Context: an optimization exercise on an open-source flow, tuned for a short achievable clock period and few clock cycles. The choices shown serve that exercise and are no tape-out recipe. Function was checked by simulation only, so behaviour that the tests miss may differ from the original. Power and IR drop assume default switching activity.

==> flow/design.v <==
module y86_pipe (
    input clk,
    input rst,                   
    output [11:0] imem_addr,     
    input  [79:0] imem_data,     
    output [13:0] dmem_addr,     
    output [63:0] dmem_wdata,    
    output dmem_we,              
    input  [63:0] dmem_rdata,    
    output [1:0] stat            
);
localparam [3:0] I_HALT = 4'h0, I_NOP = 4'h1, I_CMOV = 4'h2, I_IRMOV = 4'h3,
                 I_RMMOV = 4'h4, I_MRMOV = 4'h5, I_OP = 4'h6, I_JXX = 4'h7,
                 I_CALL = 4'h8, I_RET = 4'h9, I_PUSH = 4'hA, I_POP = 4'hB;
localparam [3:0] RNONE = 4'hF, RSP = 4'h4;
function cond;
    input [3:0] fn;
    input [1:0] cc;              
    reg zf, lt;
    begin
        zf = cc[0]; lt = cc[1];
        case (fn)
        4'd0: cond = 1'b1;
        4'd1: cond = lt | zf;
        4'd2: cond = lt;
        4'd3: cond = zf;
        4'd4: cond = ~zf;
        4'd5: cond = ~lt;
        4'd6: cond = ~lt & ~zf;
        default: cond = 1'b0;
        endcase
    end
endfunction
reg [11:0] F_pc;
reg        F_bad;                
reg        D_valid;
reg [79:0] D_raw;
reg [11:0] D_pc;
reg        D_bad;
reg [12:0] D_pred;               
reg        D_predT;              
reg [3:0]  D_srcA, D_srcB, D_dstE, D_dstM;
reg [14:0] D_ohA, D_ohB;         
reg        D_xB, D_yA, D_yC, D_yM1, D_ci, D_sub, D_isJC, D_isJxx, D_isCall, D_isRet,
           D_isOP, D_isHalt, D_invalid, D_Adata;
reg [12:0] D_valP;
reg        E_valid;
reg [3:0]  E_icode, E_ifun, E_dstE, E_dstM;
reg [63:0] E_X, E_Y;             
reg        E_ci;                 
reg [63:0] E_A;                  
reg        E_Afwd;               
reg        E_exc;
reg [1:0]  E_stat;
reg [12:0] E_pred;
reg        M_valid;
reg [13:0] M_addr;
reg [63:0] M_wdata;
reg        M_we;
reg [63:0] M_valE;
reg [3:0]  M_dstE, M_dstM;
reg        M_isOP, M_isRet;
reg [1:0]  M_flags;
reg        M_exc;
reg [1:0]  M_stat;
reg [12:0] M_pred;
reg        W_valid;
reg [63:0] W_valE, W_valM;
reg [3:0]  W_dstE, W_dstM;
reg        W_isOP;
reg        W_mis;                
reg        W_bad;                
reg [1:0]  W_flags;
reg [1:0]  CC;                   
reg [1:0]  S_stat;               
reg        stop;                 
reg [63:0] regs [0:14];
reg [12:0] ras [0:7];
reg [2:0]  ras_sp;               
wire W_mismatch = W_mis;
wire [3:0] D_icode = D_raw[79:76];
wire [3:0] D_ifun  = D_raw[75:72];
wire [3:0] D_rA    = D_raw[71:68];
wire [3:0] D_rB    = D_raw[67:64];
wire [63:0] D_valC = D_isJC ? D_raw[71:8] : D_raw[63:0];
wire d_exc = D_bad | D_invalid | D_isHalt;
wire [1:0] d_stat = D_bad ? 2'd2 : D_invalid ? 2'd3 : D_isHalt ? 2'd1 : 2'd0;
wire dv   = D_valid & ~stop;             
wire dok  = dv & ~d_exc;                 
wire [3:0] d_srcA = D_srcA, d_srcB = D_srcB;
wire [63:0] e_valE;
wire [3:0]  e_dstE;
wire [1:0]  e_flags;
wire        E_isOP   = E_valid & (E_icode == I_OP);
wire        E_isLoad = E_valid & ((E_icode == I_MRMOV) | (E_icode == I_POP));
function [63:0] fwd;
    input [3:0] src;
    input [3:0] m_de;   input [63:0] m_ve;
    input [3:0] w_dm;   input [63:0] w_vm;
    input [3:0] w_de;   input [63:0] w_ve;
    input [63:0] rf;
    begin
        if (src == RNONE)       fwd = 64'd0;
        else if (src == m_de)   fwd = m_ve;
        else if (src == w_dm)   fwd = w_vm;
        else if (src == w_de)   fwd = w_ve;
        else                    fwd = rf;
    end
endfunction
reg [63:0] rfA, rfB;
integer ri;
always @(*) begin
    rfA = 64'd0;
    rfB = 64'd0;
    for (ri = 0; ri < 15; ri = ri + 1) begin
        rfA = rfA | (regs[ri] & {64{D_ohA[ri]}});
        rfB = rfB | (regs[ri] & {64{D_ohB[ri]}});
    end
end
wire d_eA = (d_srcA != RNONE) & (d_srcA == e_dstE);
wire d_eB = (d_srcB != RNONE) & (d_srcB == e_dstE);
wire d_mA = (d_srcA != RNONE) & ~d_eA & (d_srcA == M_dstM);
wire d_mB = (d_srcB != RNONE) & ~d_eB & (d_srcB == M_dstM);
wire [63:0] d_oA = fwd(d_srcA, M_dstE, M_valE, W_dstM, W_valM, W_dstE, W_valE, rfA);
wire [63:0] d_oB = fwd(d_srcB, M_dstE, M_valE, W_dstM, W_valM, W_dstE, W_valE, rfB);
wire d_sub = D_sub, d_xB = D_xB, d_yA = D_yA, d_yC = D_yC, d_yM1 = D_yM1, d_ci = D_ci;
wire d_aP  = D_isCall;
wire [63:0] x_o = d_xB ? d_oB : 64'd0;
wire [63:0] y_o = d_yA ? (d_oA ^ {64{d_sub}}) : d_yC ? D_valC : {64{d_yM1}};
wire [63:0] a_o = d_aP ? {51'd0, D_valP} : d_oA;
wire [63:0] x_n, y_n, a_n;
fwd_sel u_selx (.sel_e(d_xB & d_eB), .sel_m(d_xB & d_mB), .inv(1'b0),
                .e_val(e_valE), .m_val(dmem_rdata), .other(x_o), .out(x_n));
fwd_sel u_sely (.sel_e(d_yA & d_eA), .sel_m(d_yA & d_mA), .inv(d_sub),
                .e_val(e_valE), .m_val(dmem_rdata), .other(y_o), .out(y_n));
fwd_sel u_sela (.sel_e(~d_aP & d_eA), .sel_m(~d_aP & d_mA), .inv(1'b0),
                .e_val(e_valE), .m_val(dmem_rdata), .other(a_o), .out(a_n));
wire [1:0] cc_E = M_isOP ? M_flags : W_isOP ? W_flags : CC;      
wire [1:0] cc_D;                                                 
wire d_jmp      = dok & D_isJxx;
wire d_taken, d_mispred;
br_check u_brchk (.e_flags(e_flags), .e_op(E_isOP), .cc_e(cc_E), .fn(D_ifun), .jmp(d_jmp),
                  .pred(D_predT), .cc(cc_D), .taken(d_taken), .mispred(d_mispred));
wire D_tgt_bad  = |D_raw[71:20];
wire [12:0] d_redir = d_taken ? {D_tgt_bad, D_valC[11:0]} : D_valP;
wire d_Adata    = D_Adata;
wire d_lA       = E_isLoad & (E_dstM != RNONE) & (E_dstM == d_srcA);
wire lu_hazard  = (d_lA & ~d_Adata) | (E_isLoad & (E_dstM != RNONE) & (E_dstM == d_srcB));
wire d_replay   = dok & lu_hazard;
wire d_advance  = dv & ~d_replay & ~W_mismatch & ~rst;
assign imem_addr = F_pco;
wire d_call = dok & D_isCall;
wire d_ret  = dok & D_isRet;
wire [12:0] ras_top = d_call ? D_valP :
                      d_ret  ? ras[ras_sp - 3'd2] : ras[ras_sp - 3'd1];
wire D_wentT = D_isCall | D_predT;
wire f_bad = F_bad | (dok & D_isJC & D_wentT & D_tgt_bad);
wire f_cc_known = ~(dok & D_isOP);
wire [15:0] f_tk;
genvar gk;
generate
    for (gk = 0; gk < 16; gk = gk + 1) begin : tk
        assign f_tk[gk] = ~f_cc_known | cond(gk, cc_D);
    end
endgenerate
wire        f_ovr = rst | W_mismatch | d_mispred | d_replay;
wire [12:0] f_ovr_val = rst        ? 13'd0 :
                        W_mismatch ? {W_bad, W_valM[11:0]} :
                        d_mispred  ? d_redir : {D_bad, D_pc};
wire [12:0] f_p1  = {1'b0, F_pc} + 13'd1;
wire [12:0] f_p2  = {1'b0, F_pc} + 13'd2;
wire [12:0] f_p9  = {1'b0, F_pc} + 13'd9;
wire [12:0] f_p10 = {1'b0, F_pc} + 13'd10;
wire [12:0] f_next;      
wire        f_taken;
wire [12:0] f_p3  = {1'b0, F_pc} + 13'd3;
wire [12:0] f_p11 = {1'b0, F_pc} + 13'd11;
wire        f_fold;
fetch_next u_fnext (
    .window(imem_data),
    .p1(f_p1), .p2(f_p2), .p3(f_p3), .p9(f_p9), .p10(f_p10), .p11(f_p11),
    .bad(f_bad), .ras_top(ras_top), .tk(f_tk),
    .ovr(f_ovr), .ovr_val(f_ovr_val),
    .next(f_next), .taken(f_taken), .fold(f_fold)
);
wire [79:0] f_inst = f_fold ? {imem_data[71:0], 8'h00} : imem_data;
reg [11:0] F_pco;
always @(posedge clk) begin
    if (rst) F_pco <= 12'd0;
    else     F_pco <= f_next[11:0];
end
always @(posedge clk) begin
    F_pc  <= f_next[11:0];
    F_bad <= f_next[12];
end
wire [3:0] f_ic = f_inst[79:76];
wire [3:0] f_fn = f_inst[75:72];
wire [3:0] f_rA = f_inst[71:68];
wire [3:0] f_rB = f_inst[67:64];
wire [12:0] f_q1  = f_fold ? f_p2  : f_p1;
wire [12:0] f_q2  = f_fold ? f_p3  : f_p2;
wire [12:0] f_q9  = f_fold ? f_p10 : f_p9;
reg [3:0] f_srcA, f_srcB, f_dstE, f_dstM;
reg [12:0] f_valP;
always @(*) begin
    f_srcA = RNONE; f_srcB = RNONE; f_dstE = RNONE; f_dstM = RNONE;
    case (f_ic)
    I_CMOV:  begin f_srcA = f_rA; f_dstE = f_rB; end
    I_IRMOV: begin f_dstE = f_rB; end
    I_RMMOV: begin f_srcA = f_rA; f_srcB = f_rB; end
    I_MRMOV: begin f_srcB = f_rB; f_dstM = f_rA; end
    I_OP:    begin f_srcA = f_rA; f_srcB = f_rB; f_dstE = f_rB; end
    I_CALL:  begin f_srcB = RSP; f_dstE = RSP; end
    I_RET:   begin f_srcA = RSP; f_srcB = RSP; f_dstE = RSP; end
    I_PUSH:  begin f_srcA = f_rA; f_srcB = RSP; f_dstE = RSP; end
    I_POP:   begin f_srcA = RSP; f_srcB = RSP; f_dstE = RSP; f_dstM = f_rA; end
    default: ;
    endcase
    case (f_ic)
    I_CMOV, I_OP, I_PUSH, I_POP: f_valP = f_q2;
    I_IRMOV, I_RMMOV, I_MRMOV:   f_valP = f_p10;     
    I_JXX, I_CALL:               f_valP = f_q9;
    default:                     f_valP = f_q1;
    endcase
end
wire [14:0] f_ohA, f_ohB;
genvar go;
generate
    for (go = 0; go < 15; go = go + 1) begin : oh
        assign f_ohA[go] = (f_srcA == go);
        assign f_ohB[go] = (f_srcB == go);
    end
endgenerate
always @(posedge clk) begin
    D_valid <= ~(rst | W_mismatch | d_mispred | d_replay);
    D_raw   <= f_inst;
    D_srcA  <= f_srcA;
    D_srcB  <= f_srcB;
    D_dstE  <= f_dstE;
    D_dstM  <= f_dstM;
    D_ohA   <= f_ohA;
    D_ohB   <= f_ohB;
    D_valP  <= f_valP;
    D_sub   <= (f_ic == I_OP) & (f_fn[1:0] == 2'd1);
    D_xB    <= (f_ic == I_OP) | (f_ic == I_RMMOV) | (f_ic == I_MRMOV) |
               (f_ic == I_CALL) | (f_ic == I_RET) | (f_ic == I_PUSH) | (f_ic == I_POP);
    D_yA    <= (f_ic == I_OP) | (f_ic == I_CMOV);
    D_yC    <= (f_ic == I_RMMOV) | (f_ic == I_MRMOV) | (f_ic == I_IRMOV);
    D_yM1   <= (f_ic == I_CALL) | (f_ic == I_PUSH);
    D_ci    <= ((f_ic == I_OP) & (f_fn[1:0] == 2'd1)) | (f_ic == I_RET) | (f_ic == I_POP);
    D_isJC  <= (f_ic == I_JXX) | (f_ic == I_CALL);
    D_isJxx <= (f_ic == I_JXX);
    D_isCall <= (f_ic == I_CALL);
    D_isRet <= (f_ic == I_RET);
    D_isOP  <= (f_ic == I_OP);
    D_isHalt <= (f_ic == I_HALT);
    D_invalid <= (f_ic > I_POP);
    D_Adata <= (f_ic == I_RMMOV) | (f_ic == I_PUSH);
    D_pc    <= f_fold ? f_p1[11:0] : F_pc;
    D_bad   <= f_bad | (f_fold & f_p1[12]);
    D_pred  <= ras_top;
    D_predT <= f_taken;
end
always @(posedge clk) begin
    if (rst)
        ras_sp <= 3'd0;
    else if (d_advance & d_call) begin
        ras[ras_sp] <= D_valP;
        ras_sp <= ras_sp + 3'd1;
    end else if (d_advance & d_ret)
        ras_sp <= ras_sp - 3'd1;
end
always @(posedge clk) begin
    if (rst | W_mismatch)
        stop <= 1'b0;
    else if (d_advance & d_exc)
        stop <= 1'b1;
end
always @(posedge clk) begin
    if (rst | W_mismatch | ~d_advance)
        E_valid <= 1'b0;
    else
        E_valid <= 1'b1;
    E_icode <= d_exc ? I_NOP : D_icode;
    E_ifun  <= D_ifun;
    E_dstE  <= (d_advance & ~d_exc) ? D_dstE : RNONE;
    E_dstM  <= (d_advance & ~d_exc) ? D_dstM : RNONE;
    E_X     <= x_n;
    E_Y     <= y_n;
    E_ci    <= d_ci;
    E_A     <= a_n;
    E_Afwd  <= d_lA & d_Adata;
    E_exc   <= d_exc;
    E_stat  <= d_stat;
    E_pred  <= D_pred;
end
wire [63:0] e_sum;
wire        e_co;
ks_add64 u_add (.a(E_X), .b(E_Y), .ci(E_ci), .s(e_sum), .co(e_co));
wire [63:0] e_and = E_X & E_Y;
wire [63:0] e_xor = E_X ^ E_Y;
wire        e_logic = (E_icode == I_OP) & E_ifun[1];
assign e_valE = e_logic ? (E_ifun[0] ? e_xor : e_and) : e_sum;
wire [63:0] e_or = E_X | E_Y;
wire z_sum = ~|(e_xor ^ {e_or[62:0], E_ci});
wire e_zf = e_logic ? (E_ifun[0] ? ~|e_xor : ~|e_and) : z_sum;
wire e_lt = e_logic ? (E_ifun[0] ? e_xor[63] : e_and[63]) : (E_X[63] ^ E_Y[63] ^ e_co);
assign e_flags = {e_lt, e_zf};
wire e_cnd = cond(E_ifun, cc_E);
assign e_dstE = (E_icode == I_CMOV && !e_cnd) ? RNONE : E_dstE;
wire e_isMem   = (E_icode == I_RMMOV) | (E_icode == I_MRMOV) | (E_icode == I_CALL) |
                 (E_icode == I_RET) | (E_icode == I_PUSH) | (E_icode == I_POP);
wire e_isStore = (E_icode == I_RMMOV) | (E_icode == I_CALL) | (E_icode == I_PUSH);
wire e_useX    = (E_icode == I_RET) | (E_icode == I_POP);   
wire [63:0] e_addr = e_useX ? E_X : e_sum;
wire e_fault = e_isMem & (|e_addr[63:14]);
wire block_store = (M_valid & M_exc) | (S_stat != 2'd0);
wire [63:0] e_wdata;
late_sel u_selw (.sel(E_Afwd), .inv(1'b0), .late(dmem_rdata), .other(E_A), .out(e_wdata));
wire m_we_pre = ~(rst | W_mismatch | ~E_valid) & e_isStore & ~e_fault & ~E_exc & ~block_store;
wire m_ret    = M_isRet & ~rst & ~W_mismatch;
wire m_we_n, w_mis_n, m_hibad;
ret_check u_rchk (.rdata(dmem_rdata), .pred(M_pred), .is_ret(m_ret), .we_pre(m_we_pre),
                  .we(m_we_n), .mis(w_mis_n), .hibad(m_hibad));
always @(posedge clk) begin
    if (rst | W_mismatch | ~E_valid) begin
        M_valid <= 1'b0;
        M_dstE  <= RNONE;
        M_dstM  <= RNONE;
        M_isOP  <= 1'b0;
        M_isRet <= 1'b0;
        M_exc   <= 1'b0;
    end else begin
        M_valid <= 1'b1;
        M_dstE  <= e_dstE;
        M_dstM  <= E_dstM;
        M_isOP  <= (E_icode == I_OP);
        M_isRet <= (E_icode == I_RET) & ~e_fault;
        M_exc   <= E_exc | e_fault;
    end
    M_we    <= m_we_n;
    M_addr  <= e_addr[13:0];
    M_wdata <= e_wdata;
    M_valE  <= e_valE;
    M_flags <= e_flags;
    M_stat  <= E_exc ? E_stat : 2'd2;
    M_pred  <= E_pred;
end
assign dmem_addr  = M_addr;
assign dmem_wdata = M_wdata;
assign dmem_we    = M_we;
always @(posedge clk) begin
    if (rst | W_mismatch | ~M_valid) begin
        W_valid <= 1'b0;
        W_dstE  <= RNONE;
        W_dstM  <= RNONE;
        W_isOP  <= 1'b0;
    end else begin
        W_valid <= 1'b1;
        W_dstE  <= M_dstE;
        W_dstM  <= M_dstM;
        W_isOP  <= M_isOP;
    end
    W_mis   <= w_mis_n;
    W_valE  <= M_valE;
    W_valM  <= dmem_rdata;
    W_bad   <= m_hibad;
    W_flags <= M_flags;
end
always @(posedge clk) begin
    if (rst)
        S_stat <= 2'd0;
    else if (S_stat == 2'd0 && !W_mismatch) begin
        if (M_valid && M_exc)
            S_stat <= M_stat;
        else if (E_valid && (E_exc || e_fault) && !M_isRet)
            S_stat <= E_exc ? E_stat : 2'd2;
    end
end
assign stat = S_stat;
always @(posedge clk) begin
    if (rst)
        CC <= 2'b00;
    else if (W_isOP)
        CC <= W_flags;
end
always @(posedge clk) begin
    if (W_dstE != RNONE && W_dstE != W_dstM)
        regs[W_dstE] <= W_valE;
    if (W_dstM != RNONE)
        regs[W_dstM] <= W_valM;
end
endmodule
module fetch_next (
    input  [79:0] window,            
    input  [12:0] p1, p2, p3, p9, p10, p11,   
    input         bad,
    input  [12:0] ras_top,
    input  [15:0] tk,
    input         ovr,
    input  [12:0] ovr_val,
    output [12:0] next,
    output        taken,
    output        fold
);
    wire [3:0] ic0 = window[79:76], ic1 = window[71:68];
    assign fold = (ic0 == 4'h1) & ~((ic1 == 4'h3) | (ic1 == 4'h4) | (ic1 == 4'h5)) & ~bad;
    wire [3:0]  icode = fold ? ic1 : ic0;
    wire [3:0]  ifun  = fold ? window[67:64] : window[75:72];
    wire [11:0] tgt   = fold ? window[11:0] : window[19:8];
    wire [12:0] q1  = fold ? p2  : p1;
    wire [12:0] q2  = fold ? p3  : p2;
    wire [12:0] q9  = fold ? p10 : p9;
    wire [12:0] q10 = fold ? p11 : p10;
    assign taken = tk[ifun];
    wire to_tgt = (icode == 4'h8) | ((icode == 4'h7) & taken);
    reg [12:0] seq;
    always @(*) begin
        case (icode)
        4'h2, 4'h6, 4'hA, 4'hB: seq = q2;
        4'h3, 4'h4, 4'h5:       seq = q10;
        4'h7:                   seq = q9;
        4'h9:                   seq = ras_top;
        default:                seq = q1;
        endcase
    end
    assign next = ovr ? ovr_val :
                  to_tgt ? {bad, tgt} : {seq[12] | bad, seq[11:0]};
endmodule
module br_check (
    input  [1:0] e_flags,
    input        e_op,
    input  [1:0] cc_e,
    input  [3:0] fn,
    input        jmp,
    input        pred,
    output [1:0] cc,
    output       taken,
    output       mispred
);
    assign cc = e_op ? e_flags : cc_e;
    wire zf = cc[0], lt = cc[1];
    reg t;
    always @(*) begin
        case (fn)
        4'd0: t = 1'b1;
        4'd1: t = lt | zf;
        4'd2: t = lt;
        4'd3: t = zf;
        4'd4: t = ~zf;
        4'd5: t = ~lt;
        4'd6: t = ~lt & ~zf;
        default: t = 1'b0;
        endcase
    end
    assign taken = t;
    assign mispred = jmp & (t != pred);
endmodule
module fwd_sel (
    input         sel_e,
    input         sel_m,
    input         inv,
    input  [63:0] e_val,
    input  [63:0] m_val,
    input  [63:0] other,
    output [63:0] out
);
    assign out = sel_e ? (e_val ^ {64{inv}}) : sel_m ? (m_val ^ {64{inv}}) : other;
endmodule
module late_sel (
    input         sel,
    input         inv,
    input  [63:0] late,
    input  [63:0] other,
    output [63:0] out
);
    assign out = sel ? (late ^ {64{inv}}) : other;
endmodule
module ret_check (
    input  [63:0] rdata,
    input  [12:0] pred,
    input         is_ret,
    input         we_pre,
    output        we,
    output        mis,
    output        hibad
);
    wire differ = rdata != {51'd0, pred};
    assign mis   = is_ret & differ;
    assign we    = we_pre & ~(is_ret & differ);
    assign hibad = |rdata[63:12];
endmodule
module ks_add64 (input [63:0] a, input [63:0] b, input ci, output [63:0] s, output co);
    wire [63:0] p0 = a ^ b;
    wire [64:0] g [0:7];
    wire [64:0] p [0:7];
    assign g[0] = {a & b, ci};
    assign p[0] = {p0, 1'b0};
    genvar l, i;
    generate
        for (l = 0; l < 7; l = l + 1) begin : lvl
            for (i = 0; i < 65; i = i + 1) begin : bt
                if (i >= (1 << l)) begin : pg
                    assign g[l+1][i] = g[l][i] | (p[l][i] & g[l][i - (1 << l)]);
                    assign p[l+1][i] = p[l][i] & p[l][i - (1 << l)];
                end else begin : ps
                    assign g[l+1][i] = g[l][i];
                    assign p[l+1][i] = p[l][i];
                end
            end
        end
    endgenerate
    wire [64:0] c = g[7];        
    assign s  = p0 ^ c[63:0];
    assign co = c[64];
endmodule
==> flow/flow/run.sh <==
#!/bin/bash
set -uo pipefail
cd "$(dirname "$0")/.."
MARGIN=$(cat flow/margin.txt)
bash standard.sh \
    SETUP_SLACK_MARGIN="$MARGIN" \
    MATCH_CELL_FOOTPRINT=0 \
    "BUFFER_PORTS_ARGS=-buffer_cell sky130_fd_sc_hd__buf_6" \
    finish > flow_standard.log 2>&1
status=$?
exit $status
==> flow/flow/margin.txt <==
19.5
==> flow/standard.sh <==
#!/bin/bash
# synth_recipe.tcl (not shown) runs the flow's synth.tcl, then flattens the netlist and writes it again
# the make line also repeats each setting of config.mk as NAME=value (left out here)
make -C /OpenROAD-flow-scripts/flow DESIGN_CONFIG=/design/flow/config.mk WORK_HOME=/design/flow/orfs CLKGATE_MAP_FILE= SYNTH_SCRIPT=/design/flow/synth_recipe.tcl "${@:-finish}"
==> flow/config.mk <==
export PLATFORM = sky130hd
export DESIGN_NAME = y86_pipe
export DESIGN_NICKNAME = y86_pipe
export VERILOG_FILES = /design/flow/design.v
export SDC_FILE = /design/flow/constraint.sdc
export NUM_CORES = 4
export LEC_CHECK = 0
export CAP_MARGIN = 20
export CORE_MARGIN = 2
export CORE_UTILIZATION = 50
export SLEW_MARGIN = 20
export SYNTH_HIERARCHICAL = 1
==> flow/constraint.sdc <==
create_clock -name core_clock -period 26.0 [get_ports {clk}]
set_input_delay 5.2000 -clock core_clock [delete_from_list [all_inputs] [get_ports {clk}]]
set_output_delay 5.2000 -clock core_clock [all_outputs]
set_load 0.01 [all_outputs]
==> metrics.cfg, run 1 <==
[run_status]
status = complete, no violations

[die]
placementRows = 164
floorplan.die_area_sq_mm = 0.204
starting_utilization_of_the_core_area_pct = 50.3
chipHeight_microns = 452
die_width_microns = 452
io_pins = 239
core_area_sq_mm = 0.200

[pwr]
total_power_mw = 10.2
power_leakage_nw = 41.4
worst_ir_drop_vdd_mv = 0.0806
pwr_density_cell_mw_per_mm2 = 89.6

[final_layout]
design.final.nets = 9347
mostFrequentLayoutCells = sky130_fd_sc_hd__edfxtp_1, sky130_fd_sc_hd__mux2_2, sky130_fd_sc_hd__a22oi_1, sky130_fd_sc_hd__dfxtp_1, sky130_fd_sc_hd__nand2_1
multi_input_comb_area_sq_mm = 0.0505
area_growth_syn_to_layout_pct = 13.8
regArea_sq_mm = 0.0473
post_layout_nonfiller_instances = 11800
final.fill_count = 16700
mostFrequentLayoutCell = sky130_fd_sc_hd__edfxtp_1
layout-drive-gt1-share_pct = 26.1

[run]
drv.max_cap_violation_count = 0

[grt]
globalRoute.totalOverflow = 0
first_global_vias = 86000
antenna_found_initial = 29
wire_length_of_the_first_global_routing_pass_microns = 669000
grt_max_degree = 80
track_usage_pct = 46.1

[critical_path]
r2r-start = E_X[16]$_DFF_P_
worst_setup_sp_type = input pin
worstSetupEndpointType = flip-flop
timing.critical_path.to = D_valP[9]$_DFF_P_
timing.setup.critical_path_class = input pin to flip-flop
worst_ep_required_time_ps = 26740
r2r_cells = 26
worstSetupStartpoint = imem_data[79]
regToRegEndpoint = F_pco[10]$_SDFF_PP0_
worst_ep_arrival_time_ps = 8040
critical_path_peak_fanout = 6
worst-r2r-setup-slack_ps = 18960

[detailed_routing]
route.vias.total = 89200
route.top_layer_used = met5
vias_per_cell = 7.53
detail_route.wirelength.met1_microns = 172000
met3RoutedLength_microns = 63500
first_iter_violations = 17200
route.final.wire_length_microns = 490000
met2_length_microns = 209000
postRouteAntennaNets = 0
post_drt_wl_per_cell_microns = 41.4
detailedRoute.firstPassIterationCount = 13
remaining_drc_errors = 0

[timing]
final_hold_vio_count = 0
finalCritPeriodShare_pct = 28.1
setup_repair_after_global_routing_missed_its_margin = true
achievable-frequency_mhz = 137
holdWs_ps = 325
timing_max_transition_violations_final = 0
tightest_slew_ps = 1250
setup_viol = 0
fin_skew_ps = 44.5
final.min_clock_period_ps = 7300
timing.slew.headroom_pct = 16.1
fin_setup_tns_ps = 0

[clock_network]
cts.htree.levels = 4
cts_root_buf = sky130_fd_sc_hd__clkbuf_16
clock_path_buffers = 3
worst_skew_pair_later_pin_latency_ps = 880
cts_made_buffers = 195
path_clk_slew_ps = 70
cts.hold.buffers_added = 0
cts.sinks = 1818
tritoncts = built

[synthesis]
synthesis.area_per_instance_sq_um = 11.0
netlist_area_sq_mm = 0.100
synthesis.yosys.warnings = 10
post_synth_inst_count = 9112

[min_path]
worst_hold_path_type = flip-flop to flip-flop

[placed_design]
placed_cells = 11300
gpl.final_weighted_congestion = 1.05
port_buffers = 238
detailed_place_hpwl_microns = 315000

[timing repair]
action	in CTS	in global routing
pin swaps	66	48
resized for setup	224	100
cloned	10	0
setup buffers	77	23
endpoints found under the setup margin	275	263
[area by class of cell]
cell class / count / share of cell area, %
inverter: 200 / 0.702
clock inverter: 84 / 0.803
antenna: 10 / 0.0219
multi-input combinational: 6200 / 44.1
clock buffer: 283 / 5.08
timing repair buffer: 580 / 4.91
tap: 2656 / 2.91
timing repair inverter: 4 / 0.0558
sequential: 1818 / 41.4
[worst min-delay path by stage]
stage	slack, ps	from	depth (start not counted)	endpoint
3_3_place_gp	310	D_pred[8]$_DFF_P_	0	E_pred[8]$_DFF_P_
6_report	320	E_pred[12]$_DFF_P_	0	M_pred[12]$_DFF_P_
2_1_floorplan	310	D_ci$_DFF_P_	0	E_ci$_DFF_P_
5_1_grt	330	E_pred[1]$_DFF_P_	0	M_pred[1]$_DFF_P_
4_1_cts	320	E_pred[2]$_DFF_P_	0	M_pred[2]$_DFF_P_
3_5_place_dp	310	D_pred[11]$_DFF_P_	0	E_pred[11]$_DFF_P_
[worst max-delay path, stage by stage]
cell and delay (ps):
sky130_fd_sc_hd__buf_12 100, sky130_fd_sc_hd__nor4b_4 280, sky130_fd_sc_hd__or4b_4 520, sky130_fd_sc_hd__buf_12 170, sky130_fd_sc_hd__clkinv_16 60, sky130_fd_sc_hd__buf_6 80
sky130_fd_sc_hd__buf_8 110, sky130_fd_sc_hd__mux2i_4 250, sky130_fd_sc_hd__buf_12 170, sky130_fd_sc_hd__clkinv_8 70, sky130_fd_sc_hd__nand2_8 70, sky130_fd_sc_hd__nor2_4 40
sky130_fd_sc_hd__nor2_4 180, sky130_fd_sc_hd__clkinv_4 110, sky130_fd_sc_hd__buf_4 150, sky130_fd_sc_hd__a22o_1 170, sky130_fd_sc_hd__a222oi_1 210, sky130_fd_sc_hd__nand2_1 80
[sequential cells by signal, summed over array words and instances, names as in the netlist, 15 cells and up]
name / flops
ras: 104
D_ohB: 15
W_valE: 64
E_Y: 64
W_valM: 64
M_valE: 64
M_wdata: 64
regs: 960
E_A: 64
E_X: 64
D_raw: 80
D_ohA: 15
[routing by layer]
| layer | vias up | global-route usage [%] |
|---|---|---|
| li1 | 35500 | - |
| met1 | 43600 | 56.7 |
| met2 | 7921 | 68.5 |
| met3 | 2116 | 13.1 |
| met4 | 18 | 35.1 |
| met5 | - | 0 |
[per-stage QoR]
| stage | utilization, % | worst slack [ps] | area (sq um) |
|---|---|---|---|
| detailed placement | 52.8 | 15970 | 105000 |
| floorplan | - | 18050 | 101000 |
| CTS | 56.9 | 18730 | 114000 |
| finish | 57.2 | 18700 | 114000 |
| global route | 57.2 | 18600 | 114000 |
| global placement | 52.7 | 16010 | 105000 |
[report_power, final]
part	switching, mW	internal (mW)
clock network	1.25	1.70
logic	1.79	1.31
registers	0.615	3.56
Testbench counts, summed over its fixed seeds: cycles 20,467.
==> run 2, diff against run 1 <==
--- a/flow/design.v
+++ b/flow/design.v
@@ -149,5 +149,5 @@
 wire d_replay   = dok & lu_hazard;
 wire d_advance  = dv & ~d_replay & ~W_mismatch & ~rst;
-assign imem_addr = F_pco;
+assign imem_addr = F_pc;
 wire d_call = dok & D_isCall;
 wire d_ret  = dok & D_isRet;
@@ -185,9 +185,4 @@
 );
 wire [79:0] f_inst = f_fold ? {imem_data[71:0], 8'h00} : imem_data;
-reg [11:0] F_pco;
-always @(posedge clk) begin
-    if (rst) F_pco <= 12'd0;
-    else     F_pco <= f_next[11:0];
-end
 always @(posedge clk) begin
     F_pc  <= f_next[11:0];
==> run 2 against run 1 <==
Compared with the run above: still clean; synthesized area decreased by 0.19%; cell count about the same; combinational power increased by 2%; count of clock-buffer cells in the layout decreased by 16; sequential share of layout area about the same; sequential power decreased by 1%; clock power about the same; clock skew decreased by 6.6 ps; highest routed layer unchanged.
==> metrics.cfg, run 2 <==
[run_status]
status = complete, no violations

[pwr]
power_switching_share_pct = 35.8
total_power_mw = 10.3
internal-power_mw = 6.59
switching_power_mw = 3.68
pwr-share-comb_pct = 30.7
worst_ir_drop_vdd_mv = 0.0808
power_leakage_nw = 41.5
pwr_density_cell_mw_per_mm2 = 90.3
clock_power_share_pct = 29.0
power.sequential.fraction_pct = 40.4

[grt]
globalRoute.totalOverflow = 0
first_global_vias = 84400
track_usage_pct = 46.6
wire_length_of_the_first_global_routing_pass_microns = 672000
antenna_found_initial = 34
grt_max_degree = 129

[min_path]
worst_hold_path_type = flip-flop to flip-flop
timing.hold.worst_endpoint = E_pred[10]$_DFF_P_
whs_path_depth = 0
worstHoldStart = D_pred[10]$_DFF_P_

[critical_path]
timing.setup.critical_path_class = input pin to flip-flop
cp.buffers_inverters = 6
r2r_cells = 22
cpPeakStageDelay_ps = 530
r2r-start = E_Y[0]$_DFF_P_
worst-r2r-setup-slack_ps = 19110
worst_ep_required_time_ps = 26760
worst_ep_arrival_time_ps = 8010
critical_path.slowest_cell = sky130_fd_sc_hd__or4b_4
critical_path_peak_fanout = 8
worst_setup_sp_type = input pin
worstSetupEndpointType = flip-flop
regToRegEndpoint = F_bad$_DFF_P_
worst_path_dominant_cell_family = simple AND/OR/NAND/NOR gates
path_cells = buf_12 -> nor4b_4 -> or4b_4 -> buf_16 -> clkinv_16 -> buf_12 -> mux2i_4 -> inv_4 -> nand2_4 -> nor2_4 -> nor2_4 -> inv_4 -> a221o_1 -> a221o_1

[die]
chipHeight_microns = 452
die_width_microns = 452
core_area_sq_mm = 0.199
starting_utilization_of_the_core_area_pct = 50.3
io_pins = 239
floorplan.die_area_sq_mm = 0.204
placementRows = 164

[synthesis]
synthesis.area_per_instance_sq_um = 11.0
post_synth_inst_count = 9108
netlist_area_sq_mm = 0.100
synthesis.yosys.warnings = 10

[final_layout]
multi_input_comb_area_sq_mm = 0.0500
final.fill_count = 16900
largest_reg_flops = 960
layout-drive-gt1-share_pct = 25.7
design.final.nets = 9332
post_layout_nonfiller_instances = 11800
mostFrequentLayoutCell = sky130_fd_sc_hd__edfxtp_1
mostFrequentLayoutCells = sky130_fd_sc_hd__edfxtp_1, sky130_fd_sc_hd__mux2_2, sky130_fd_sc_hd__a22oi_1, sky130_fd_sc_hd__dfxtp_1, sky130_fd_sc_hd__nand2_1
largest_register = regs
layout_top_registers = regs: 960 flops, ras: 104 flops, D_raw: 80 flops
stdcell_area_sq_mm = 0.114
area_growth_syn_to_layout_pct = 13.4
regArea_sq_mm = 0.0471

[run]
drv.max_cap_violation_count = 0

[detailed_routing]
post_drt_wl_per_cell_microns = 41.8
vias_per_cell = 7.60
remaining_drc_errors = 0
first_iter_violations = 18000
route.vias.total = 89900
postRouteAntennaNets = 0
route.final.wire_length_microns = 495000
detailedRoute.firstPassIterationCount = 12

[timing]
final.min_clock_period_ps = 7250
finalCritPeriodShare_pct = 27.9
achievable-frequency_mhz = 138
setup_viol = 0
fin_skew_ps = 37.9
timing_max_transition_violations_final = 0
timing.slew.headroom_pct = 10.5
holdWs_ps = 325
setup_repair_after_global_routing_missed_its_margin = true
tightest_slew_ps = 1330
final_hold_vio_count = 0
fin_setup_tns_ps = 0

[placed_design]
detailed_place_hpwl_microns = 307000
gpl.final_weighted_congestion = 1.01
placed_cells = 11300
placed_area_sq_mm = 0.105
port_buffers = 238

[clock_network]
tritoncts = built
cts.htree.levels = 4
clock_path_buffers = 3
path_clk_slew_ps = 60
cts_made_buffers = 195
cts_root_buf = sky130_fd_sc_hd__clkbuf_16
cts.sinks = 1806
cts.hold.buffers_added = 0
worst_skew_pair_later_pin_latency_ps = 880

[run 2: cell type report]
type                       count  area share (%)
multi-input combinational   6202            43.9
clock inverter               101            1.05
antenna                       20          0.0440
sequential                  1806            41.4
timing repair inverter         6           0.124
tap                         2656            2.92
inverter                     201           0.700
clock buffer                 267            4.84
timing repair buffer         572            4.96
[run 2: power groups by stage]
stage / logic (mW) / clock network, mW / registers, mW
after detailed placement: 2.92 / 0 / 4.15
after global routing: 3.25 / 3.07 / 4.16
after floorplan: 1.90 / 0 / 3.80
after CTS: 2.98 / 2.96 / 4.11
final: 3.15 / 2.97 / 4.14
after global placement: 2.88 / 0 / 4.15
[run 2: routing by layer]
layer,vias up,part of all wire (%),GRT usage (%)
met2,8379,41,66.1
li1,35500,-,-
met5,-,0.031,0
met1,44000,35,59.5
met4,24,8.7,32.8
met3,2032,15,15.4
[run 2: through the flow]
step | util (%) | worst slack (ps)
after CTS | 56.6 | 18840
after global placement | 52.5 | 16270
final | 57.0 | 18750
after global routing | 57.0 | 18700
after detailed placement | 52.6 | 16310
after floorplan | - | 17960
[run 2: worst register-to-register path, delay by kind of cell, from the launching register on]
kind	cells	cell delay (ps)
compound gates	13	3590
simple gates	3	1240
buf+inv	3	660
mux	2	650
flops	1	410
fa+ha+maj	1	270
[run 2: how the worst max path moves through the flow]
stage / cells past startpoint / start / slack, ps / endpoint
floorplan: 14 / imem_data[79] / 17960 / D_valP[7]$_DFF_P_
global placement: 11 / imem_data[79] / 16270 / D_valP[4]$_DFF_P_
detailed placement: 11 / imem_data[79] / 16310 / D_valP[4]$_DFF_P_
CTS: 14 / imem_data[77] / 18840 / D_valP[7]$_DFF_P_
global route: 15 / imem_data[77] / 18700 / D_valP[11]$_DFF_P_
finish: 14 / imem_data[77] / 18750 / D_valP[7]$_DFF_P_
[run 2: timing repair]
action | CTS | global route
resized for setup | 221 | 85
buffers inserted | 69 | 17
gates cloned | 6 | 4
setup endpoints to repair | 276 | 195
pin swaps | 24 | 24
Testbench counts of run 2, summed over its fixed seeds: cycles 20,467.
==> run 3, diff against run 2 <==
--- a/flow/design.v
+++ b/flow/design.v
@@ -14,4 +14,5 @@
                  I_CALL = 4'h8, I_RET = 4'h9, I_PUSH = 4'hA, I_POP = 4'hB;
 localparam [3:0] RNONE = 4'hF, RSP = 4'h4;
+localparam PD_W = 4*4 + 15*2 + 13 + 14;        
 function cond;
     input [3:0] fn;
@@ -143,5 +144,5 @@
                   .pred(D_predT), .cc(cc_D), .taken(d_taken), .mispred(d_mispred));
 wire D_tgt_bad  = |D_raw[71:20];
-wire [12:0] d_redir = d_taken ? {D_tgt_bad, D_valC[11:0]} : D_valP;
+wire [12:0] d_redir = D_predT ? D_valP : {D_tgt_bad, D_valC[11:0]};
 wire d_Adata    = D_Adata;
 wire d_lA       = E_isLoad & (E_dstM != RNONE) & (E_dstM == d_srcA);
@@ -149,5 +150,5 @@
 wire d_replay   = dok & lu_hazard;
 wire d_advance  = dv & ~d_replay & ~W_mismatch & ~rst;
-assign imem_addr = F_pc;
+assign imem_addr = F_pco;
 wire d_call = dok & D_isCall;
 wire d_ret  = dok & D_isRet;
@@ -172,84 +173,45 @@
 wire [12:0] f_p9  = {1'b0, F_pc} + 13'd9;
 wire [12:0] f_p10 = {1'b0, F_pc} + 13'd10;
-wire [12:0] f_next;      
-wire        f_taken;
 wire [12:0] f_p3  = {1'b0, F_pc} + 13'd3;
 wire [12:0] f_p11 = {1'b0, F_pc} + 13'd11;
+wire [79:0] f_win1 = {imem_data[71:0], 8'h00};       
 wire        f_fold;
-fetch_next u_fnext (
-    .window(imem_data),
-    .p1(f_p1), .p2(f_p2), .p3(f_p3), .p9(f_p9), .p10(f_p10), .p11(f_p11),
-    .bad(f_bad), .ras_top(ras_top), .tk(f_tk),
-    .ovr(f_ovr), .ovr_val(f_ovr_val),
-    .next(f_next), .taken(f_taken), .fold(f_fold)
+fold_check u_fold (.ic0(imem_data[79:76]), .ic1(imem_data[71:68]), .bad(f_bad), .fold(f_fold));
+wire [12:0] f_n0, f_n1;
+wire        f_t0, f_t1;
+next_pc u_next0 (
+    .icode(imem_data[79:76]), .ifun(imem_data[75:72]), .tgt(imem_data[19:8]),
+    .p1(f_p1), .p2(f_p2), .p9(f_p9), .p10(f_p10),
+    .bad(f_bad), .ras_top(ras_top), .tk(f_tk), .next(f_n0), .taken(f_t0)
 );
-wire [79:0] f_inst = f_fold ? {imem_data[71:0], 8'h00} : imem_data;
+next_pc u_next1 (
+    .icode(f_win1[79:76]), .ifun(f_win1[75:72]), .tgt(f_win1[19:8]),
+    .p1(f_p2), .p2(f_p3), .p9(f_p10), .p10(f_p11),
+    .bad(f_bad), .ras_top(ras_top), .tk(f_tk), .next(f_n1), .taken(f_t1)
+);
+wire [12:0] f_next;      
+wire        f_taken;
+fetch_pick u_fpick (.fold(f_fold), .n0(f_n0), .n1(f_n1), .t0(f_t0), .t1(f_t1),
+                    .ovr(f_ovr), .ovr_val(f_ovr_val), .next(f_next), .taken(f_taken));
+reg [11:0] F_pco;
+always @(posedge clk) begin
+    if (rst) F_pco <= 12'd0;
+    else     F_pco <= f_next[11:0];
+end
 always @(posedge clk) begin
     F_pc  <= f_next[11:0];
     F_bad <= f_next[12];
 end
-wire [3:0] f_ic = f_inst[79:76];
-wire [3:0] f_fn = f_inst[75:72];
-wire [3:0] f_rA = f_inst[71:68];
-wire [3:0] f_rB = f_inst[67:64];
-wire [12:0] f_q1  = f_fold ? f_p2  : f_p1;
-wire [12:0] f_q2  = f_fold ? f_p3  : f_p2;
-wire [12:0] f_q9  = f_fold ? f_p10 : f_p9;
-reg [3:0] f_srcA, f_srcB, f_dstE, f_dstM;
-reg [12:0] f_valP;
-always @(*) begin
-    f_srcA = RNONE; f_srcB = RNONE; f_dstE = RNONE; f_dstM = RNONE;
-    case (f_ic)
-    I_CMOV:  begin f_srcA = f_rA; f_dstE = f_rB; end
-    I_IRMOV: begin f_dstE = f_rB; end
-    I_RMMOV: begin f_srcA = f_rA; f_srcB = f_rB; end
-    I_MRMOV: begin f_srcB = f_rB; f_dstM = f_rA; end
-    I_OP:    begin f_srcA = f_rA; f_srcB = f_rB; f_dstE = f_rB; end
-    I_CALL:  begin f_srcB = RSP; f_dstE = RSP; end
-    I_RET:   begin f_srcA = RSP; f_srcB = RSP; f_dstE = RSP; end
-    I_PUSH:  begin f_srcA = f_rA; f_srcB = RSP; f_dstE = RSP; end
-    I_POP:   begin f_srcA = RSP; f_srcB = RSP; f_dstE = RSP; f_dstM = f_rA; end
-    default: ;
-    endcase
-    case (f_ic)
-    I_CMOV, I_OP, I_PUSH, I_POP: f_valP = f_q2;
-    I_IRMOV, I_RMMOV, I_MRMOV:   f_valP = f_p10;     
-    I_JXX, I_CALL:               f_valP = f_q9;
-    default:                     f_valP = f_q1;
-    endcase
-end
-wire [14:0] f_ohA, f_ohB;
-genvar go;
-generate
-    for (go = 0; go < 15; go = go + 1) begin : oh
-        assign f_ohA[go] = (f_srcA == go);
-        assign f_ohB[go] = (f_srcB == go);
-    end
-endgenerate
+wire [PD_W-1:0] f_pd0, f_pd1;
+predecode u_pd0 (.inst(imem_data), .p1(f_p1), .p2(f_p2), .p9(f_p9), .p10(f_p10), .pd(f_pd0));
+predecode u_pd1 (.inst(f_win1),    .p1(f_p2), .p2(f_p3), .p9(f_p10), .p10(f_p11), .pd(f_pd1));
+wire [PD_W-1:0] f_pd   = f_fold ? f_pd1  : f_pd0;
+wire [79:0]     f_inst = f_fold ? f_win1 : imem_data;
 always @(posedge clk) begin
     D_valid <= ~(rst | W_mismatch | d_mispred | d_replay);
     D_raw   <= f_inst;
-    D_srcA  <= f_srcA;
-    D_srcB  <= f_srcB;
-    D_dstE  <= f_dstE;
-    D_dstM  <= f_dstM;
-    D_ohA   <= f_ohA;
-    D_ohB   <= f_ohB;
-    D_valP  <= f_valP;
-    D_sub   <= (f_ic == I_OP) & (f_fn[1:0] == 2'd1);
-    D_xB    <= (f_ic == I_OP) | (f_ic == I_RMMOV) | (f_ic == I_MRMOV) |
-               (f_ic == I_CALL) | (f_ic == I_RET) | (f_ic == I_PUSH) | (f_ic == I_POP);
-    D_yA    <= (f_ic == I_OP) | (f_ic == I_CMOV);
-    D_yC    <= (f_ic == I_RMMOV) | (f_ic == I_MRMOV) | (f_ic == I_IRMOV);
-    D_yM1   <= (f_ic == I_CALL) | (f_ic == I_PUSH);
-    D_ci    <= ((f_ic == I_OP) & (f_fn[1:0] == 2'd1)) | (f_ic == I_RET) | (f_ic == I_POP);
-    D_isJC  <= (f_ic == I_JXX) | (f_ic == I_CALL);
-    D_isJxx <= (f_ic == I_JXX);
-    D_isCall <= (f_ic == I_CALL);
-    D_isRet <= (f_ic == I_RET);
-    D_isOP  <= (f_ic == I_OP);
-    D_isHalt <= (f_ic == I_HALT);
-    D_invalid <= (f_ic > I_POP);
-    D_Adata <= (f_ic == I_RMMOV) | (f_ic == I_PUSH);
+    {D_srcA, D_srcB, D_dstE, D_dstM, D_ohA, D_ohB, D_valP,
+     D_sub, D_xB, D_yA, D_yC, D_yM1, D_ci, D_isJC, D_isJxx, D_isCall, D_isRet,
+     D_isOP, D_isHalt, D_invalid, D_Adata} <= f_pd;
     D_pc    <= f_fold ? f_p1[11:0] : F_pc;
     D_bad   <= f_bad | (f_fold & f_p1[12]);
@@ -260,11 +222,14 @@
     if (rst)
         ras_sp <= 3'd0;
-    else if (d_advance & d_call) begin
-        ras[ras_sp] <= D_valP;
+    else if (d_advance & d_call)
         ras_sp <= ras_sp + 3'd1;
-    end else if (d_advance & d_ret)
+    else if (d_advance & d_ret)
         ras_sp <= ras_sp - 3'd1;
 end
 always @(posedge clk) begin
+    if (d_call & ~d_replay & ~W_mismatch)
+        ras[ras_sp] <= D_valP;
+end
+always @(posedge clk) begin
     if (rst | W_mismatch)
         stop <= 1'b0;
@@ -309,5 +274,7 @@
 wire e_useX    = (E_icode == I_RET) | (E_icode == I_POP);   
 wire [63:0] e_addr = e_useX ? E_X : e_sum;
-wire e_fault = e_isMem & (|e_addr[63:14]);
+wire [14:0] e_lo  = {1'b0, E_X[13:0]} + {1'b0, E_Y[13:0]};
+wire e_hi_zero = (e_xor[14] == e_lo[14]) & ~|(e_xor[63:15] ^ e_or[62:14]);
+wire e_fault = e_isMem & (e_useX ? |E_X[63:14] : ~e_hi_zero);
 wire block_store = (M_valid & M_exc) | (S_stat != 2'd0);
 wire [63:0] e_wdata;
@@ -387,25 +354,15 @@
 end
 endmodule
-module fetch_next (
-    input  [79:0] window,            
-    input  [12:0] p1, p2, p3, p9, p10, p11,   
+module next_pc (
+    input  [3:0]  icode,
+    input  [3:0]  ifun,
+    input  [11:0] tgt,
+    input  [12:0] p1, p2, p9, p10,   
     input         bad,
     input  [12:0] ras_top,
     input  [15:0] tk,
-    input         ovr,
-    input  [12:0] ovr_val,
     output [12:0] next,
-    output        taken,
-    output        fold
+    output        taken
 );
-    wire [3:0] ic0 = window[79:76], ic1 = window[71:68];
-    assign fold = (ic0 == 4'h1) & ~((ic1 == 4'h3) | (ic1 == 4'h4) | (ic1 == 4'h5)) & ~bad;
-    wire [3:0]  icode = fold ? ic1 : ic0;
-    wire [3:0]  ifun  = fold ? window[67:64] : window[75:72];
-    wire [11:0] tgt   = fold ? window[11:0] : window[19:8];
-    wire [12:0] q1  = fold ? p2  : p1;
-    wire [12:0] q2  = fold ? p3  : p2;
-    wire [12:0] q9  = fold ? p10 : p9;
-    wire [12:0] q10 = fold ? p11 : p10;
     assign taken = tk[ifun];
     wire to_tgt = (icode == 4'h8) | ((icode == 4'h7) & taken);
@@ -413,13 +370,90 @@
     always @(*) begin
         case (icode)
-        4'h2, 4'h6, 4'hA, 4'hB: seq = q2;
-        4'h3, 4'h4, 4'h5:       seq = q10;
-        4'h7:                   seq = q9;
+        4'h2, 4'h6, 4'hA, 4'hB: seq = p2;
+        4'h3, 4'h4, 4'h5:       seq = p10;
+        4'h7:                   seq = p9;
         4'h9:                   seq = ras_top;
-        default:                seq = q1;
+        default:                seq = p1;
+        endcase
+    end
+    assign next = to_tgt ? {bad, tgt} : {seq[12] | bad, seq[11:0]};
+endmodule
+module fold_check (
+    input  [3:0] ic0,
+    input  [3:0] ic1,
+    input        bad,
+    output       fold
+);
+    assign fold = (ic0 == 4'h1) & (ic1 != 4'h3) & (ic1 != 4'h4) & (ic1 != 4'h5) & ~bad;
+endmodule
+module fetch_pick (
+    input         fold,
+    input  [12:0] n0, n1,
+    input         t0, t1,
+    input         ovr,
+    input  [12:0] ovr_val,
+    output [12:0] next,
+    output        taken
+);
+    assign next  = ovr ? ovr_val : fold ? n1 : n0;
+    assign taken = fold ? t1 : t0;
+endmodule
+module predecode (
+    input  [79:0] inst,
+    input  [12:0] p1, p2, p9, p10,   
+    output [4*4+15*2+13+14-1:0] pd
+);
+    localparam [3:0] I_HALT = 4'h0, I_CMOV = 4'h2, I_IRMOV = 4'h3,
+                     I_RMMOV = 4'h4, I_MRMOV = 4'h5, I_OP = 4'h6, I_JXX = 4'h7,
+                     I_CALL = 4'h8, I_RET = 4'h9, I_PUSH = 4'hA, I_POP = 4'hB;
+    localparam [3:0] RNONE = 4'hF, RSP = 4'h4;
+    wire [3:0] ic = inst[79:76];
+    wire [3:0] fn = inst[75:72];
+    wire [3:0] rA = inst[71:68];
+    wire [3:0] rB = inst[67:64];
+    reg [3:0] srcA, srcB, dstE, dstM;
+    reg [12:0] valP;
+    always @(*) begin
+        srcA = RNONE; srcB = RNONE; dstE = RNONE; dstM = RNONE;
+        case (ic)
+        I_CMOV:  begin srcA = rA; dstE = rB; end
+        I_IRMOV: begin dstE = rB; end
+        I_RMMOV: begin srcA = rA; srcB = rB; end
+        I_MRMOV: begin srcB = rB; dstM = rA; end
+        I_OP:    begin srcA = rA; srcB = rB; dstE = rB; end
+        I_CALL:  begin srcB = RSP; dstE = RSP; end
+        I_RET:   begin srcA = RSP; srcB = RSP; dstE = RSP; end
+        I_PUSH:  begin srcA = rA; srcB = RSP; dstE = RSP; end
+        I_POP:   begin srcA = RSP; srcB = RSP; dstE = RSP; dstM = rA; end
+        default: ;
+        endcase
+        case (ic)
+        I_CMOV, I_OP, I_PUSH, I_POP: valP = p2;
+        I_IRMOV, I_RMMOV, I_MRMOV:   valP = p10;
+        I_JXX, I_CALL:               valP = p9;
+        default:                     valP = p1;
         endcase
     end
-    assign next = ovr ? ovr_val :
-                  to_tgt ? {bad, tgt} : {seq[12] | bad, seq[11:0]};
+    wire [14:0] ohA, ohB;
+    genvar i;
+    generate
+        for (i = 0; i < 15; i = i + 1) begin : oh
+            assign ohA[i] = (srcA == i);
+            assign ohB[i] = (srcB == i);
+        end
+    endgenerate
+    wire sub = (ic == I_OP) & (fn[1:0] == 2'd1);
+    assign pd = {srcA, srcB, dstE, dstM, ohA, ohB, valP,
+                 sub,
+                 (ic == I_OP) | (ic == I_RMMOV) | (ic == I_MRMOV) |
+                 (ic == I_CALL) | (ic == I_RET) | (ic == I_PUSH) | (ic == I_POP),    
+                 (ic == I_OP) | (ic == I_CMOV),                                       
+                 (ic == I_RMMOV) | (ic == I_MRMOV) | (ic == I_IRMOV),                 
+                 (ic == I_CALL) | (ic == I_PUSH),                                     
+                 sub | (ic == I_RET) | (ic == I_POP),                                 
+                 (ic == I_JXX) | (ic == I_CALL),                                      
+                 (ic == I_JXX), (ic == I_CALL), (ic == I_RET), (ic == I_OP),
+                 (ic == I_HALT), (ic > I_POP),
+                 (ic == I_RMMOV) | (ic == I_PUSH)};                                   
 endmodule
 module br_check (
==> run 3 against run 2 <==
Compared with the run above: still clean on timing, DRC and antenna; via count grew 2.6%; maximum frequency rose by 10%; count of clock-buffer cells in the layout rose by 4; design area increased by 2.0%; worst setup slack better by 660 ps; clock power up 2%; routed wire length up 2.6%; die area grew 3.3%; first-iteration DRC count is 0.74% higher; largest power group unchanged; highest routed layer unchanged.
==> metrics.cfg, run 3 <==
[placed_design]
gpl.final_weighted_congestion = 1.01
port_buffers = 238
detailed_place_hpwl_microns = 321000

[critical_path]
worstSetupEndpointType = output pin
cp.buffers_inverters = 1
worst_ep_required_time_ps = 20800
worst_ep_arrival_time_ps = 1380
critical_path.slowest_cell = sky130_fd_sc_hd__dfxtp_4
worst_path_dominant_cell_family = flip-flops
cpPeakStageDelay_ps = 400
worst_setup_sp_type = flip-flop
timing.setup.critical_path_class = flip-flop to output pin
critical_path_peak_fanout = 1
path_cells = buf_6

[pwr]
internal-power_mw = 6.55
switching_power_mw = 3.58
power.sequential.fraction_pct = 40.3
power_leakage_nw = 41.3
pwr_density_cell_mw_per_mm2 = 87.5
clock_power_share_pct = 29.8
pwr-share-comb_pct = 29.9
power_switching_share_pct = 35.4
worst_ir_drop_vdd_mv = 0.0914

[final_layout]
layout-drive-gt1-share_pct = 24.7
mostFrequentLayoutCells = sky130_fd_sc_hd__edfxtp_1, sky130_fd_sc_hd__mux2_2, sky130_fd_sc_hd__dfxtp_1, sky130_fd_sc_hd__nand2_1, sky130_fd_sc_hd__nor2_1
area_growth_syn_to_layout_pct = 11.9
design.final.nets = 9598
regArea_sq_mm = 0.0473
layout_top_registers = regs: 960 flops, ras: 104 flops, D_raw: 80 flops
multi_input_comb_area_sq_mm = 0.0528
mostFrequentLayoutCell = sky130_fd_sc_hd__edfxtp_1
largest_reg_flops = 960
final.fill_count = 17600
largest_register = regs

[die]
core_area_sq_mm = 0.206
die_width_microns = 459
io_pins = 239
placementRows = 167
starting_utilization_of_the_core_area_pct = 50.2
chipHeight_microns = 459
floorplan.die_area_sq_mm = 0.211

[timing]
timing.slew.headroom_pct = 11.5
timing_max_transition_violations_final = 0
final_hold_vio_count = 0
finalCritPeriodShare_pct = 25.3
setup_viol = 0
fin_setup_tns_ps = 0
setup_repair_after_global_routing_missed_its_margin = true
tightest_slew_ps = 1320
achievable-frequency_mhz = 152
fin_skew_ps = 53.2
holdWs_ps = 316
final.min_clock_period_ps = 6580

[synthesis]
synthesis.area_per_instance_sq_um = 10.9
async_reset_ff_share_pct = 0
synth_cell_types = 111
postSynthRegisterBits = 1818
synth_edf_count = 1064
synthTopCellsByArea = sky130_fd_sc_hd__edfxtp_1, sky130_fd_sc_hd__dfxtp_1, sky130_fd_sc_hd__mux2_2
synthDominantAreaCellType = sky130_fd_sc_hd__edfxtp_1
ys_top_cells_by_count = sky130_fd_sc_hd__mux2_2, sky130_fd_sc_hd__edfxtp_1, sky130_fd_sc_hd__dfxtp_1, sky130_fd_sc_hd__clkbuf_1, sky130_fd_sc_hd__nand2_1
synth.yosys.seq_area_share_pct = 45.4
synthesis.yosys.warnings = 11
synth_top_area_share_pct = 30.8
synthFlopType = sky130_fd_sc_hd__edfxtp_1
yosysMostFrequentCell = sky130_fd_sc_hd__mux2_2
netlist_area_sq_mm = 0.104
post_synth_inst_count = 9519

[clock_network]
cts.sinks = 1818
tritoncts = built
cts.htree.levels = 4
clock_path_buffers = 3
cts_made_buffers = 201
cts_root_buf = sky130_fd_sc_hd__clkbuf_16
path_clk_slew_ps = 60
worst_skew_pair_later_pin_latency_ps = 900

[detailed_routing]
post_drt_wl_per_cell_microns = 41.8
postRouteAntennaNets = 0
route.final.wire_length_microns = 508000
remaining_drc_errors = 0
vias_per_cell = 7.60
first_iter_violations = 18200
route.vias.total = 92300
detailedRoute.firstPassIterationCount = 12

[run_status]
status = complete, no violations

[grt]
track_usage_pct = 46.3
antenna_found_initial = 32
globalRoute.totalOverflow = 0
wire_length_of_the_first_global_routing_pass_microns = 692000
grt_max_degree = 128
first_global_vias = 87500

[run]
drv.max_cap_violation_count = 0

[min_path]
worst_hold_path_type = flip-flop to flip-flop

==> run 3: cell types whose count changed in the layout (fill, tap and decap cells not counted), moves of 59 or more <==
| cell | delta |
|---|---|
| sky130_fd_sc_hd__mux2_4 | +167 |
| sky130_fd_sc_hd__nand2_1 | -85 |
| sky130_fd_sc_hd__o22ai_1 | +80 |
| sky130_fd_sc_hd__o21ai_0 | +109 |
| sky130_fd_sc_hd__a22oi_1 | -291 |
| sky130_fd_sc_hd__mux2_2 | -68 |
| sky130_fd_sc_hd__nor2_1 | +67 |
| sky130_fd_sc_hd__a221oi_1 | +180 |
| sky130_fd_sc_hd__mux2i_1 | -68 |
| sky130_fd_sc_hd__a21oi_1 | +120 |
| sky130_fd_sc_hd__a22o_1 | +202 |
| sky130_fd_sc_hd__a211o_1 | -60 |
| sky130_fd_sc_hd__o311ai_1 | -59 |
==> run 3: through the flow <==
step / total power [mW] / setup slack (ps) / instances / instance area [sq um] / utilization (%)
2_1_floorplan: 5.66 / 18930 / 9526 / 104000 / -
3_3_place_gp: 6.94 / 17310 / 11700 / 108000 / 52.4
3_5_place_dp: 6.98 / 17380 / 11700 / 108000 / 52.5
4_1_cts: 9.98 / 19400 / 12100 / 116000 / 56.0
5_1_grt: 10.4 / 19400 / 12100 / 116000 / 56.1
6_report: 10.1 / 19420 / 12100 / 116000 / 56.2
==> run 3: cell type report <==
class,count,share of cell area (%)
multi-input cells,6552,45.5
flip-flops and latches,1818,40.8
clock buffers,271,4.93
repair buffers,491,4.14
well taps,2704,2.92
clock inverters,100,1.03
inverters,186,0.610
diodes,22,0.0475
==> run 3: cell families after synthesis <==
group                      after synthesis  synth area share [%]
muxes                                 1395                  15.6
buffers and inverters                 1156                  4.85
xor gates and xnor gates               316                  2.67
AOI/OAI and AO/OA                     2809                  20.5
adders and majority gates              202                  2.45
other                                    2               0.00725
DFF                                   1818                  45.4
and+or+nand+nor                       1821                  8.55
==> run 3: power by group through the flow <==
stage | clock network (mW) | registers, mW | logic (mW)
2_1_floorplan | 0 | 3.79 | 1.88
3_3_place_gp | 0 | 4.11 | 2.83
3_5_place_dp | 0 | 4.11 | 2.87
4_1_cts | 3.03 | 4.06 | 2.90
5_1_grt | 3.13 | 4.11 | 3.14
6_report | 3.03 | 4.08 | 3.03
==> run 3: worst paths after layout <==
check                            from  slack [ps]             endpoint  cells past startpoint
setup / recovery  M_wdata[26]$_DFF_P_       19420       dmem_wdata[26]                      1
hold / removal      E_pred[8]$_DFF_P_         320    M_pred[8]$_DFF_P_                      0
setup reg to reg       E_X[0]$_DFF_P_       19680  F_pco[1]$_SDFF_PP0_                     25
hold reg to reg     E_pred[8]$_DFF_P_         320    M_pred[8]$_DFF_P_                      0
==> run 3: per-layer routing <==
layer / GRT usage (%) / up-vias / part of all wire, %
met5: 0.207 / - / 0.024
met4: 35.6 / 16 / 9.7
met3: 13.9 / 2185 / 13
met2: 68.3 / 8250 / 42
met1: 56.8 / 45000 / 35
li1: - / 36800 / -
==> run 3: what timing repair did <==
| item | 4_1_cts | 5_1_grt |
|---|---|---|
| pin swaps | 3 | 4 |
| setup endpoints to repair | 289 | 120 |
| buffers inserted | 9 | 3 |
| gates cloned | 5 | 1 |
| resized for setup | 126 | 38 |
| hold buffers | 0 | 0 |
==> run 3: Yosys stat by module, one instance, submodules excluded <==
module | cell area [sq um] | copies in the design
br_check | 140 | 1
fwd_sel | 1990 | 3
fold_check | 37.5 | 1
predecode | 1370 | 2
ret_check | 295 | 1
fetch_pick | 297 | 1
y86_pipe | 87000 | 1
late_sel | 1290 | 1
next_pc | 971 | 2
ks_add64 | 3890 | 1
Testbench counts of run 3, summed over its fixed seeds: cycles 20,467.
==> run 4, diff against run 3 <==
--- a/flow/config.mk
+++ b/flow/config.mk
@@ -8,5 +8,5 @@
 export CAP_MARGIN = 20
 export CORE_MARGIN = 2
-export CORE_UTILIZATION = 50
+export CORE_UTILIZATION = 45
 export SLEW_MARGIN = 20
 export SYNTH_HIERARCHICAL = 1
==> run 4 against run 3 <==
Compared with the run above: still clean; via count grew 0.12%; power shrank 0.42%; count of clock-buffer cells in the layout shrank 7; synthesized area is the same; non-clock buffer count shrank 12; maximum frequency shrank 0.96%; highest routed layer unchanged.
==> metrics.cfg, run 4 <==
[synthesis]
synth_adder_area_share_pct = 2.45
post_synth_inst_count = 9519
synthDominantAreaCellType = sky130_fd_sc_hd__edfxtp_1
synthFlopType = sky130_fd_sc_hd__edfxtp_1
synth.mux.area_fraction_pct = 15.6
synth_top_area_share_pct = 30.8
synthesis.area_per_instance_sq_um = 10.9
async_reset_ff_share_pct = 0
postSynthRegisterBits = 1818
synth_top_family_by_area = compound AO/OA/AOI/OAI gates
synthesis.yosys.warnings = 11
synth.yosys.seq_area_share_pct = 45.4
synthXorXnorAreaFrac_pct = 2.67
synth-compound-area-share_pct = 20.5
synth_cell_types = 111
synth_edf_count = 1064
netlist_area_sq_mm = 0.104
synthTopCellsByArea = sky130_fd_sc_hd__edfxtp_1, sky130_fd_sc_hd__dfxtp_1, sky130_fd_sc_hd__mux2_2
yosysMostFrequentCell = sky130_fd_sc_hd__mux2_2
ys_top_cells_by_count = sky130_fd_sc_hd__mux2_2, sky130_fd_sc_hd__edfxtp_1, sky130_fd_sc_hd__dfxtp_1, sky130_fd_sc_hd__clkbuf_1, sky130_fd_sc_hd__nand2_1
simple_gate_fraction_of_synth_area_pct = 8.55

[final_layout]
largest_reg_flops = 960
multi_input_comb_area_sq_mm = 0.0527
largest_register = regs
mostFrequentLayoutCell = sky130_fd_sc_hd__edfxtp_1
post_layout_nonfiller_instances = 12400
layout-drive-gt1-share_pct = 24.4
layout_top_registers = regs: 960 flops, ras: 104 flops, D_raw: 80 flops
regArea_sq_mm = 0.0473
area_growth_syn_to_layout_pct = 12.3
final.fill_count = 20200
design.final.nets = 9583
mostFrequentLayoutCells = sky130_fd_sc_hd__edfxtp_1, sky130_fd_sc_hd__mux2_2, sky130_fd_sc_hd__dfxtp_1, sky130_fd_sc_hd__nand2_1, sky130_fd_sc_hd__nor2_1

[run]
drv.max_cap_violation_count = 0

[timing]
setup_viol = 0
finalCritPeriodShare_pct = 25.6
tightest_slew_ps = 1310
timing.slew.headroom_pct = 12.8
fin_setup_tns_ps = 0
fin_skew_ps = 73.8
setup_repair_after_global_routing_missed_its_margin = true
final_hold_vio_count = 0
achievable-frequency_mhz = 150
timing_max_transition_violations_final = 0
final.min_clock_period_ps = 6650

[grt]
wire_length_of_the_first_global_routing_pass_microns = 684000
track_usage_pct = 40.8
antenna_found_initial = 25
globalRoute.totalOverflow = 0
grt_max_degree = 129
first_global_vias = 87400

[min_path]
worst_hold_path_type = flip-flop to flip-flop

[pwr]
pwr_density_cell_mw_per_mm2 = 86.8
power_leakage_nw = 41.2
worst_ir_drop_vdd_mv = 0.0792

[detailed_routing]
post_drt_wl_per_cell_microns = 40.1
vias_per_cell = 7.42
route.final.wire_length_microns = 500000
postRouteAntennaNets = 0
route.vias.total = 92400
first_iter_violations = 17800
remaining_drc_errors = 0
detailedRoute.firstPassIterationCount = 12

[critical_path]
worst_setup_sp_type = input pin
timing.setup.critical_path_class = input pin to flip-flop
worstSetupEndpointType = flip-flop
critical_path_peak_fanout = 9
worst_ep_required_time_ps = 26750
worst_ep_arrival_time_ps = 7400

[placed_design]
port_buffers = 238
detailed_place_hpwl_microns = 319000
gpl.final_weighted_congestion = 1.02
placed_cells = 12000

[die]
starting_utilization_of_the_core_area_pct = 45.1
core_area_sq_mm = 0.229
io_pins = 239
chipHeight_microns = 484
floorplan.die_area_sq_mm = 0.234
placementRows = 176
die_width_microns = 484

[clock_network]
cts_root_buf = sky130_fd_sc_hd__clkbuf_16
path_clk_slew_ps = 60
clock_path_buffers = 3
cts.hold.buffers_added = 0
worst_skew_pair_later_pin_latency_ps = 950
tritoncts = built
cts.htree.levels = 4
cts_made_buffers = 198
cts.sinks = 1818

[run_status]
status = complete, no violations

run 4: changes by cell type in the layout (fill, tap and decap cells not counted), moves of 4 or more:
| cell | change |
|---|---|
| sky130_fd_sc_hd__clkinvlp_4 | -6 |
| sky130_fd_sc_hd__clkinv_4 | -6 |
| sky130_fd_sc_hd__o21ai_0 | +7 |
| sky130_fd_sc_hd__clkinv_16 | +4 |
| sky130_fd_sc_hd__clkbuf_1 | +6 |
| sky130_fd_sc_hd__bufinv_16 | +5 |
| sky130_fd_sc_hd__o21ai_1 | -5 |
| sky130_fd_sc_hd__clkinv_1 | +11 |
| sky130_fd_sc_hd__diode_2 | -10 |
| sky130_fd_sc_hd__clkbuf_16 | -7 |
| sky130_fd_sc_hd__buf_4 | -16 |
run 4: logic make-up (layout without fill, tap and decap cells):
family                   count (synthesis)  in the layout
AO/OA/AOI/OAI                         2809           2809
AND/OR/NAND/NOR                       1821           1821
flip-flops                            1818           1818
multiplexers                          1395           1395
buffers and inverters                 1156           1041
XOR/XNOR                               316            316
adder cells (fa/ha/maj)                202            202
other                                    2             21
run 4: metal layers:
metal  wire length [microns]  track usage (%)  up-vias  part of all wire [%]
li1                        -                -    36800                     -
met1                  178000             51.4    45300                    36
met2                  207000             59.4     8157                    41
met3                   68100             11.8     2141                    14
met4                   46000             30.0       24                   9.2
met5                     181           0.0816        -                 0.036
run 4: modules after synthesis (local to each module, per instance), a selection:
module      cell area (sq um)  times used  cells
br_check                  140           1     19
fetch_pick                297           1     44
fold_check               37.5           1      6
fwd_sel                  1990           3    249
ks_add64                 3890           1    575
late_sel                 1290           1    213
next_pc                   971           2    124
ret_check                 295           1     40
y86_pipe                87000           1   7145
run 4: critical path: stages:
cell                      delay, ps
sky130_fd_sc_hd__buf_6          130
sky130_fd_sc_hd__nor4_1         760
sky130_fd_sc_hd__nand4_1        260
sky130_fd_sc_hd__nor4_4         820
sky130_fd_sc_hd__a41oi_1        220
run 4: final timing paths:
| path | cells after the start | end | slack, ps | startpoint |
|---|---|---|---|---|
| setup / recovery | 5 | W_mis$_DFF_P_ | 19350 | dmem_rdata[13] |
| hold / removal | 0 | E_pred[4]$_DFF_P_ | 330 | D_pred[4]$_DFF_P_ |
| setup reg to reg | 24 | F_pco[0]$_SDFF_PP0_ | 19640 | E_X[15]$_DFF_P_ |
| hold reg to reg | 0 | E_pred[4]$_DFF_P_ | 330 | D_pred[4]$_DFF_P_ |
run 4: stage by stage:
step | setup WS (ps) | util, % | power (mW) | cell area, sq um | hold WS (ps)
6_report | 19350 | 50.7 | 10.1 | 116000 | 326
4_1_cts | 19370 | 50.6 | 9.94 | 116000 | 327
2_1_floorplan | 18930 | - | 5.66 | 104000 | 310
5_1_grt | 19350 | 50.7 | 10.3 | 116000 | 330
3_3_place_gp | 16600 | 47.3 | 6.87 | 109000 | 310
3_5_place_dp | 16520 | 47.3 | 6.92 | 109000 | 312
run 4: power by group:
part / leakage [nW] / switching (mW) / internal (mW)
Clock: 3.40 / 1.31 / 1.74
Sequential: 16.0 / 0.562 / 3.55
Combinational: 21.9 / 1.68 / 1.25
Total: 41.2 / 3.56 / 6.54
run 4: final cells by class:
cell class              count  share of cell area (%)
clock buffers             264                    4.72
repair buffers            479                    4.11
well taps                3026                    3.26
clock inverters           112                    1.28
diodes                     12                  0.0258
multi-input cells        6552                    45.3
flip-flops and latches   1818                    40.7
inverters                 186                   0.607
run 4: timing repair:
| item | CTS | global route |
|---|---|---|
| cloned | 5 | 1 |
| pin swaps | 5 | 5 |
| gates resized for setup | 135 | 34 |
| endpoints found under the setup margin | 235 | 181 |
| buffers inserted | 9 | 2 |

Re-timed with assumed drivers on the ports (clkbuf_16 on the clock, buf_2 on other inputs), run 4 has 19.285 ns of setup slack against 19.353 ns with ideal ports, and 18.406 ns once port delays also move by the mid clock arrival of 1.001 ns.
